What follows belongs to an exercise in optimizing a design on an open flow for small area; a production flow would make more cautious choices.
Where RTL was checked, it was by simulation tests only, not by an equivalence proof against the original.
Power figures rest on the tool's default switching activity, not on a simulated workload.

Design violet_top, start of the top module:
module violet_top
  (
    input wire i_clk,
    input wire rst,
    input wire [15:0] leds,
    input wire [15:0] display,
    output wire [15:0] buttons,
    input wire uart_rx,
    output wire uart_tx
  );
Settings: LEC_CHECK=0, CAP_MARGIN=0, CORE_MARGIN=2, CORE_UTILIZATION=40, SLEW_MARGIN=0; clock period 10.0 ns.
standard.sh (not shown) runs the stock make flow with config.mk's settings and CLKGATE_MAP_FILE= SYNTH_SCRIPT=/design/flow/synth_recipe.tcl, a recipe that flattens the netlist after the stock synthesis.
==> flow/flow/run.sh <==
#!/bin/bash
# Standard ORFS layout with three changes:
#  - synthesis maps the logic with an area-oriented ABC script (flow/area.abc);
#    everything else in synthesis, registers included, is the standard one
#  - port buffers are the smallest buffer cell
#  - the clock tree uses small buffers and no dummy loads
# make's full output goes to flow.log; ORFS keeps each step's log under orfs/logs.
set -euo pipefail
export MY_ABC_SCRIPT=$PWD/flow/area.abc
bash standard.sh \
  "SYNTH_SCRIPT=$PWD/flow/synth.tcl" \
  "BUFFER_PORTS_ARGS=-buffer_cell sky130_fd_sc_hd__buf_1" \
  "CTS_ARGS=-sink_clustering_enable -repair_clock_nets -buf_list sky130_fd_sc_hd__clkbuf_4 -sink_clustering_size 30 -sink_clustering_max_diameter 100 -dont_use_dummy_load" \
  finish > flow.log 2>&1
==> flow/flow/area.abc <==
strash
dc2
dch -f
amap
topo
dnsize -c
==> flow/flow/synth.tcl <==
# The standard synthesis (synth_recipe.tcl), except that ORFS's abc call
# gets the area-oriented script named by MY_ABC_SCRIPT (set by run.sh).
# Only the combinational mapping changes; registers are mapped as before.
proc synth {args} { yosys synth -nofsm -noshare {*}$args }
proc abc {args} {
  set i [lsearch -exact $args -script]
  if {$i >= 0 && [info exists ::env(MY_ABC_SCRIPT)]} { lset args [expr {$i + 1}] $::env(MY_ABC_SCRIPT) }
  yosys abc {*}$args
}
source $::env(SCRIPTS_DIR)/synth.tcl
# left out here: clear keep_hierarchy, flatten, clean up, hide names made inside functions, write 1_2_yosys.v
The first run passed the timing, design-rule and antenna checks.
Edit:
--- a/flow/flow/synth.tcl
+++ b/flow/flow/synth.tcl
@@ -1,3 +0,0 @@
-# The standard synthesis (synth_recipe.tcl), except that ORFS's abc call
-# gets the area-oriented script named by MY_ABC_SCRIPT (set by run.sh).
-# Only the combinational mapping changes; registers are mapped as before.
--- a/flow/config.mk
+++ b/flow/config.mk
@@ -10,0 +11 @@
+export GPL_TIMING_DRIVEN = 0
After rerunning:
- count of clock-buffer cells in the layout does not change
- area after synthesis does not change
- power barely changes
- design area hardly moves
- hold slack is better by 0.036 ns
- maximum frequency went down by 1.6%
- global-route usage went up by 0.36 points
Edit:
--- a/flow/config.mk
+++ b/flow/config.mk
@@ -11 +10,0 @@
-export GPL_TIMING_DRIVEN = 0
After rerunning: Register-to-register slack improved by 0.15 ns. Power hardly moves. Setup slack improved by 0.066 ns. Flip-flop and latch count does not change. Sequential power hardly moves. Combinational power stays flat.

========
## willow
The RTL this note starts from:
==> flow/design.v <==
`default_nettype none
module violet_top
  (
    input wire i_clk,
    input wire rst,
    input wire [15:0] leds,
    input wire [15:0] display,
    output wire [15:0] buttons,
    input wire uart_rx,
    output wire uart_tx
  );
  violet_core #(.BAUD_DIV(25000000 / 9600)) u_vio(i_clk, rst, leds, display, buttons, uart_rx, uart_tx);
endmodule
module violet_core #(parameter BAUD_DIV = 2604)
  (
    input wire i_clk,
    input wire rst,
    input wire [15:0] leds,
    input wire [15:0] display,
    output reg [15:0] buttons,
    input wire uart_rx,
    output wire uart_tx
  );
  function [11:0] lfsr_step(input [11:0] s);
    lfsr_step = {s[10:0], ~(s[11] ^ s[10] ^ s[9] ^ s[3])};
  endfunction
  function [11:0] lfsr_after(input integer n);
    integer i;
    begin
      lfsr_after = 12'd0;
      for (i = 0; i < n; i = i + 1)
        lfsr_after = lfsr_step(lfsr_after);
    end
  endfunction
  localparam RX_HALF = (BAUD_DIV / 16) * 8;
  localparam [11:0] RX_MID = lfsr_after(RX_HALF - 1);
  localparam [11:0] RX_END = lfsr_after(2 * RX_HALF - 1);
  localparam [11:0] TX_END = lfsr_after(BAUD_DIV - 1);
  reg rx_d, rx_s;
  always @(posedge i_clk) begin
    rx_d <= uart_rx;
    rx_s <= rst | rx_d;
  end
  reg [11:0] rx_t;      
  reg [10:0] rx_sh;
  reg [7:0]  rx_data;   
  reg        rx_avail, rx_err;
  wire       rx_ack;
  wire rx_first = rx_sh[9:0] == 10'd0;         
  wire rx_idle  = rx_first && !rx_sh[10];
  wire rx_mid   = rx_t == RX_MID;
  wire rx_end   = rx_t == RX_END;
  wire rx_bad   = rx_first && rx_sh[10] && rx_mid && rx_s;   
  wire rx_done  = rx_end && rx_sh[0];           
  wire rx_clr   = rst || rx_bad || rx_done;
  wire rx_shift = rx_idle ? !rx_s : rx_mid;
  always @(posedge i_clk) begin
    if (rx_idle || rx_end)
      rx_t <= 12'd0;
    else
      rx_t <= lfsr_step(rx_t);
    if (rx_clr || rx_shift)
      rx_sh <= {rx_idle | rx_s, rx_sh[10:1]} & {11{!rx_clr}};
    if (rx_done && !rx_err && rx_sh[10])
      rx_data <= rx_sh[9:2];
    if (rst || (rx_idle && rx_ack))
      rx_avail <= 1'b0;
    else if (rx_done && !rx_err && rx_sh[10])
      rx_avail <= 1'b1;
    if (rst || (rx_idle && rx_ack))
      rx_err <= 1'b0;
    else if (rx_bad || (rx_done && !rx_sh[10]))
      rx_err <= 1'b1;
  end
  reg [2:0]  dst;
  reg [1:0]  cls;         
  reg [15:0] cmd_data;
  assign rx_ack = dst[2];
  wire cmd_en = dst == 3'b011;
  wire d_read = !dst[2] && rx_avail;
  always @(posedge i_clk) begin
    if (d_read && (dst[1:0] == 2'd0 || dst[1:0] == 2'd3))
      cls <= rx_data[7:2] == 6'd0 ? rx_data[1:0] : 2'b00;
    if (d_read && (dst[1:0] == 2'd1 || dst[1:0] == 2'd2))
      cmd_data <= {rx_data, cmd_data[15:8]};
    if (rst)
      dst <= 3'b000;
    else if (dst[2])
      dst <= {1'b0, dst[1:0] + 2'd1};
    else if (rx_avail)
      dst <= {1'b1, dst[1:0] == 2'd3 ? 2'd0 : dst[1:0]};
    else if (dst[1:0] == 2'd3)
      dst <= 3'b000;
  end
  localparam V_IDLE = 3'b000, V_REQ = 3'b001, V_TX1 = 3'b011, V_W1 = 3'b110,
             V_W2 = 3'b100;
  reg [2:0]  vst;
  reg [15:0] out;
  wire       tx_idle;
  wire v_free = vst == V_IDLE || (vst == V_W2 && tx_idle);
  wire accept = cmd_en && cls[0] && v_free;
  wire tx_go  = (vst == V_W1 || vst == V_W2) && tx_idle;
  always @(posedge i_clk) begin
    if (rst)
      buttons <= 16'd0;
    else if (cmd_en && cls == 2'b10)
      buttons <= cmd_data;
    if (accept)
      out <= cls[1] ? display : leds;
    else if (vst == V_W1 && tx_idle)
      out[7:0] <= out[15:8];
    if (rst)
      vst <= V_IDLE;
    else if (accept)
      vst <= V_REQ;
    else
      case (vst)
        V_REQ: vst <= V_TX1;
        V_TX1: vst <= V_W1;
        V_W1:  if (tx_idle) vst <= V_W2;
        V_W2:  if (tx_idle) vst <= V_IDLE;
        default: vst <= V_IDLE;
      endcase
  end
  reg [9:0]  tsh;
  reg [11:0] tx_t;
  assign tx_idle = tsh == 10'd0;
  assign uart_tx = tsh[0] | tx_idle;
  wire tx_end = tx_t == TX_END;
  always @(posedge i_clk) begin
    if (tx_go || tx_end)
      tx_t <= 12'd0;
    else
      tx_t <= lfsr_step(tx_t);
    if (rst)
      tsh <= 10'd0;
    else if (tx_go)
      tsh <= {1'b1, out[7:0], 1'b0};
    else if (tx_end)
      tsh <= tsh >> 1;
  end
endmodule
==> flow/config.mk <==
export PLATFORM = sky130hd
export DESIGN_NAME = violet_top
export DESIGN_NICKNAME = violet_top
export VERILOG_FILES = /design/flow/design.v
export SDC_FILE = /design/flow/constraint.sdc
export NUM_CORES = 4
export LEC_CHECK = 0
export CAP_MARGIN = 20
export CORE_MARGIN = 2
export CORE_UTILIZATION = 40
export CTS_BUF_LIST = sky130_fd_sc_hd__clkbuf_4
export CTS_CLUSTER_DIAMETER = 100
export CTS_CLUSTER_SIZE = 30
export SLEW_MARGIN = 20
==> flow/constraint.sdc <==
create_clock -name core_clock -period 10.0 [get_ports {i_clk}]
set_input_delay 2.0000 -clock core_clock [delete_from_list [all_inputs] [get_ports {i_clk}]]
set_output_delay 2.0000 -clock core_clock [all_outputs]
set_load 0.01 [all_outputs]
==> flow/flow/synth.tcl <==
proc synth {args} { yosys synth -nofsm -noshare {*}$args }
proc abc {args} {
  set i [lsearch -exact $args -script]
  if {$i >= 0 && [info exists ::env(MY_ABC_SCRIPT)]} { lset args [expr {$i + 1}] $::env(MY_ABC_SCRIPT) }
  yosys abc {*}$args
}
source $::env(SCRIPTS_DIR)/synth.tcl
# left out here: clear keep_hierarchy, flatten, clean up, hide names made inside functions, write 1_2_yosys.v
Scripts as last shown in full above: flow/flow/run.sh, flow/flow/area.abc
Changes in sierra relative to willow:
- a deleted CTS_BUF_LIST that had been sky130_fd_sc_hd__clkbuf_4
- a deleted CTS_CLUSTER_SIZE that had been 30
- a deleted CTS_CLUSTER_DIAMETER that had been 100
- an added PLACE_DENSITY of 0.85
- a change of CORE_UTILIZATION from 40 to 70
==> run summary <==
- Between willow and sierra, the share of the clock period used by the worst path after layout is lower for willow.
- Lower final core utilization goes to willow over sierra.
- Compare willow and sierra | final area higher: willow
- Looking at first-pass GRT wire length across willow and sierra, the one that comes out lower is sierra.
- On sum of internal, switching and leakage power, the higher figure sits with sierra, not willow.

========
violet_top, a different RTL version from the one above (not shown whole).
For scale: about 110 flip-flops, about 52 I/O pins, about 0.0046 mm^2 of cells after synthesis.
export LEC_CHECK = 0
export CAP_MARGIN = 20
export CORE_MARGIN = 2
export CORE_UTILIZATION = 40
export CTS_BUF_LIST = sky130_fd_sc_hd__clkbuf_4
export CTS_CLUSTER_DIAMETER = 100
export CTS_CLUSTER_SIZE = 30
export SLEW_MARGIN = 20
create_clock -name core_clock -period 10.0 [get_ports {i_clk}]
==> flow/flow/run.sh <==
#!/bin/bash
# Standard ORFS layout, with minimum-size port buffers and a clock tree of
# small buffers without dummy loads. make's full output goes to flow.log.
set -euo pipefail
bash standard.sh \
  "BUFFER_PORTS_ARGS=-buffer_cell sky130_fd_sc_hd__buf_1" \
  "CTS_ARGS=-sink_clustering_enable -repair_clock_nets -buf_list sky130_fd_sc_hd__clkbuf_8 -sink_clustering_size 30 -sink_clustering_max_diameter 100 -dont_use_dummy_load" \
  finish > flow.log 2>&1
Next try:
--- a/flow/flow/run.sh
+++ b/flow/flow/run.sh
@@ -7 +7 @@
-  "CTS_ARGS=-sink_clustering_enable -repair_clock_nets -buf_list sky130_fd_sc_hd__clkbuf_8 -sink_clustering_size 30 -sink_clustering_max_diameter 100 -dont_use_dummy_load" \
+  "CTS_ARGS=-sink_clustering_enable -repair_clock_nets -buf_list sky130_fd_sc_hd__clkbuf_4 -sink_clustering_size 30 -sink_clustering_max_diameter 100 -dont_use_dummy_load" \
Synthesized cell count is unchanged. Wire length drops by 0.67%. Global-route usage barely changes. Utilization decreases by 0.94 points. Sequential power hardly moves. Total power goes down by 9.1%. Cell count stays the same.
Next try:
==> flow/run.sh (new file) <==
#!/bin/bash
# synth_recipe.tcl (not shown) runs the flow's synth.tcl, then flattens the netlist and writes it again
# the make line also repeats each setting of config.mk as NAME=value (left out here)
make -C /OpenROAD-flow-scripts/flow DESIGN_CONFIG=/design/flow/config.mk WORK_HOME=/design/flow/orfs CLKGATE_MAP_FILE= SYNTH_SCRIPT=/design/flow/synth_recipe.tcl finish
removed: flow/flow/run.sh
removed: flow/standard.sh
After rerunning: Sequential share of layout area goes down by 4.6 points; combinational power rose by 8.9%; final cell count climbs by 2.4%; first-iteration DRC count climbs by 14%; register-to-register slack got worse by 0.04 ns; setup slack is worse by 0.37 ns; global-route usage is higher by 0.57 points; count of clock-buffer cells in the layout went up by 3; power rises by 17%; synthesized area is unchanged.
No functional check of the RTL was part of any run of this note.

========
violet_top, a different RTL version from the one above (not shown whole).
## violet_top
module violet_top
  (
    input wire i_clk,
    input wire rst,
    input wire [15:0] leds,
    input wire [15:0] display,
    output wire [15:0] buttons,
    input wire uart_rx,
    output wire uart_tx
  );
  violet_core #(.BAUD_DIV(25000000 / 9600)) u_vio(i_clk, rst, leds, display, buttons, uart_rx, uart_tx);
endmodule
clock: 10.0 ns
lec_check: 0
cap_margin: 0
core_margin: 2
core_utilization: 40
slew_margin: 0
==> flow/flow/run.sh <==
#!/bin/bash
# Standard ORFS layout with three changes:
#  - synthesis maps the logic with an area-oriented ABC script (flow/area.abc);
#    everything else in synthesis, registers included, is the standard one
#  - port buffers are the smallest buffer cell
#  - the clock tree uses small buffers and no dummy loads
# make's full output goes to flow.log; ORFS keeps each step's log under orfs/logs.
set -euo pipefail
export MY_ABC_SCRIPT=$PWD/flow/area.abc
bash standard.sh \
  "SYNTH_SCRIPT=$PWD/flow/synth.tcl" \
  "BUFFER_PORTS_ARGS=-buffer_cell sky130_fd_sc_hd__buf_1" \
  "CTS_ARGS=-sink_clustering_enable -repair_clock_nets -buf_list sky130_fd_sc_hd__clkbuf_8 -sink_clustering_size 30 -sink_clustering_max_diameter 100 -dont_use_dummy_load" \
  finish > flow.log 2>&1
Scripts as last shown in full above: flow/flow/area.abc, flow/flow/synth.tcl
Change:
--- a/flow/flow/run.sh
+++ b/flow/flow/run.sh
@@ -12,3 +12,3 @@
   "BUFFER_PORTS_ARGS=-buffer_cell sky130_fd_sc_hd__buf_1" \
-  "CTS_ARGS=-sink_clustering_enable -repair_clock_nets -buf_list sky130_fd_sc_hd__clkbuf_8 -sink_clustering_size 30 -sink_clustering_max_diameter 100 -dont_use_dummy_load" \
+  "CTS_ARGS=-sink_clustering_enable -repair_clock_nets -buf_list {sky130_fd_sc_hd__clkbuf_4 sky130_fd_sc_hd__clkbuf_8} -sink_clustering_size 30 -sink_clustering_max_diameter 100 -dont_use_dummy_load" \
   finish > flow.log 2>&1
Via count does not change.
Global-route usage does not change.
Non-clock buffer count does not change.
Wire length is unchanged.
Fmax is unchanged.
Cell area does not change.
Die area stays the same.
Register-to-register slack barely changes.
No run of this note included a check of the RTL's function; only the layout flow was run.

========
violet_top, a different RTL version from the one above (not shown whole).
Size in the first run: about 320 cells after synthesis, about 110 flip-flops, about 52 I/O pins, ~3800 um2 of cells after synthesis.
## violet_top
module violet_top
  (
    input wire i_clk,
    input wire rst,
    input wire [15:0] leds,
    input wire [15:0] display,
    output wire [15:0] buttons,
    input wire uart_rx,
    output wire uart_tx
  );
clock: 10.0 ns
lec_check: 0
cap_margin: 0
core_margin: 2
core_utilization: 40
gpl_timing_driven: 0
slew_margin: 0
==> flow/flow/run.sh <==
#!/bin/bash
# Standard ORFS layout with three changes:
#  - synthesis maps the logic with an area-oriented ABC script (flow/area.abc);
#    everything else in synthesis, registers included, is the standard one
#  - port buffers are the smallest buffer cell
#  - the clock tree uses small buffers and no dummy loads
# make's full output goes to flow.log; ORFS keeps each step's log under orfs/logs.
set -euo pipefail
export MY_ABC_SCRIPT=$PWD/flow/area.abc
bash standard.sh \
  "SYNTH_SCRIPT=$PWD/flow/synth.tcl" \
  "BUFFER_PORTS_ARGS=-buffer_cell sky130_fd_sc_hd__buf_1" \
  "CTS_ARGS=-sink_clustering_enable -repair_clock_nets -buf_list sky130_fd_sc_hd__clkbuf_4 -sink_clustering_size 30 -sink_clustering_max_diameter 100 -dont_use_dummy_load" \
  finish > flow.log 2>&1
==> flow/flow/synth.tcl <==
# The standard synthesis (synth_recipe.tcl), except that ORFS's abc call
# gets the area-oriented script named by MY_ABC_SCRIPT (set by run.sh).
# Only the combinational mapping changes; registers are mapped as before.
proc synth {args} { yosys synth -nofsm -noshare {*}$args }
proc abc {args} {
  set i [lsearch -exact $args -script]
  if {$i >= 0 && [info exists ::env(MY_ABC_SCRIPT)]} { lset args [expr {$i + 1}] $::env(MY_ABC_SCRIPT) }
  yosys abc {*}$args
}
source $::env(SCRIPTS_DIR)/synth.tcl
# left out here: clear keep_hierarchy, flatten, clean up, hide names made inside functions, write 1_2_yosys.v
Scripts as last shown in full above: flow/flow/area.abc
Next try:
--- a/flow/config.mk
+++ b/flow/config.mk
@@ -10,3 +10,2 @@
 export CORE_UTILIZATION = 40
-export GPL_TIMING_DRIVEN = 0
 export SLEW_MARGIN = 0
Cell area stays flat.
Register-to-register slack stays flat.
Wire length rises by 0.46%.
Final cell count grows by 0.80%.

## afterwards: timing with drivers on the ports
The flow's constraints put no driver on any port. The routed layouts listed below were extracted and timed again, unchanged, in two steps.
Step 1 (the two cells are an assumption about what drives the block):
set clk [get_ports {i_clk}]
set_driving_cell -lib_cell sky130_fd_sc_hd__clkbuf_16 $clk
set_driving_cell -lib_cell sky130_fd_sc_hd__buf_2 [delete_from_list [all_inputs] $clk]
Step 2 adds t to the input delays and takes it off the output delays; t is the mean of the earliest and latest rising clock arrival at the registers after step 1. Input paths then give back, and output paths get back, about the clock's delay inside the block.
Slacks: ideal / step 1 / step 2; pairs: ideal / step 1.
run | t, ns | setup slack, ns | latest minus earliest clock arrival (ns) | cell pins on the clock port's net
the first run of note 1 | 0.482 | 5.809 / 5.780 / 5.900 | 0.044 / 0.043 | 1
the second run of note 1 | 0.497 | 5.743 / 5.713 / 5.744 | 0.033 / 0.032 | 1
the third run of note 1 | 0.482 | 5.809 / 5.780 / 5.900 | 0.044 / 0.043 | 1
willow | 0.492 | 5.781 / 5.766 / 5.279 | 0.047 / 0.047 | 1
sierra | 0.502 | 5.728 / 5.702 / 5.974 | 0.032 / 0.032 | 1
the first run of note 3 | 0.450 | 6.341 / 6.309 / 6.412 | 0.015 / 0.015 | 1
the second run of note 3 | 0.530 | 6.251 / 6.220 / 6.419 | 0.025 / 0.025 | 1
the third run of note 3 | 0.522 | 5.881 / 5.851 / 6.373 | 0.019 / 0.018 | 1
the first run of note 4 | 0.368 | 5.905 / 5.875 / 6.243 | 0.023 / 0.024 | 1
the second run of note 4 | 0.368 | 5.905 / 5.875 / 6.243 | 0.023 / 0.024 | 1
the first run of note 5 | 0.490 | 6.209 / 6.198 / 5.708 | 0.058 / 0.058 | 1
the second run of note 5 | 0.490 | 6.297 / 6.288 / 5.799 | 0.051 / 0.051 | 1
After both steps every run listed still meets setup and hold. The setup slack of willow, which loses most, moves by -0.015 ns with the drivers and by -0.502 ns with both steps.
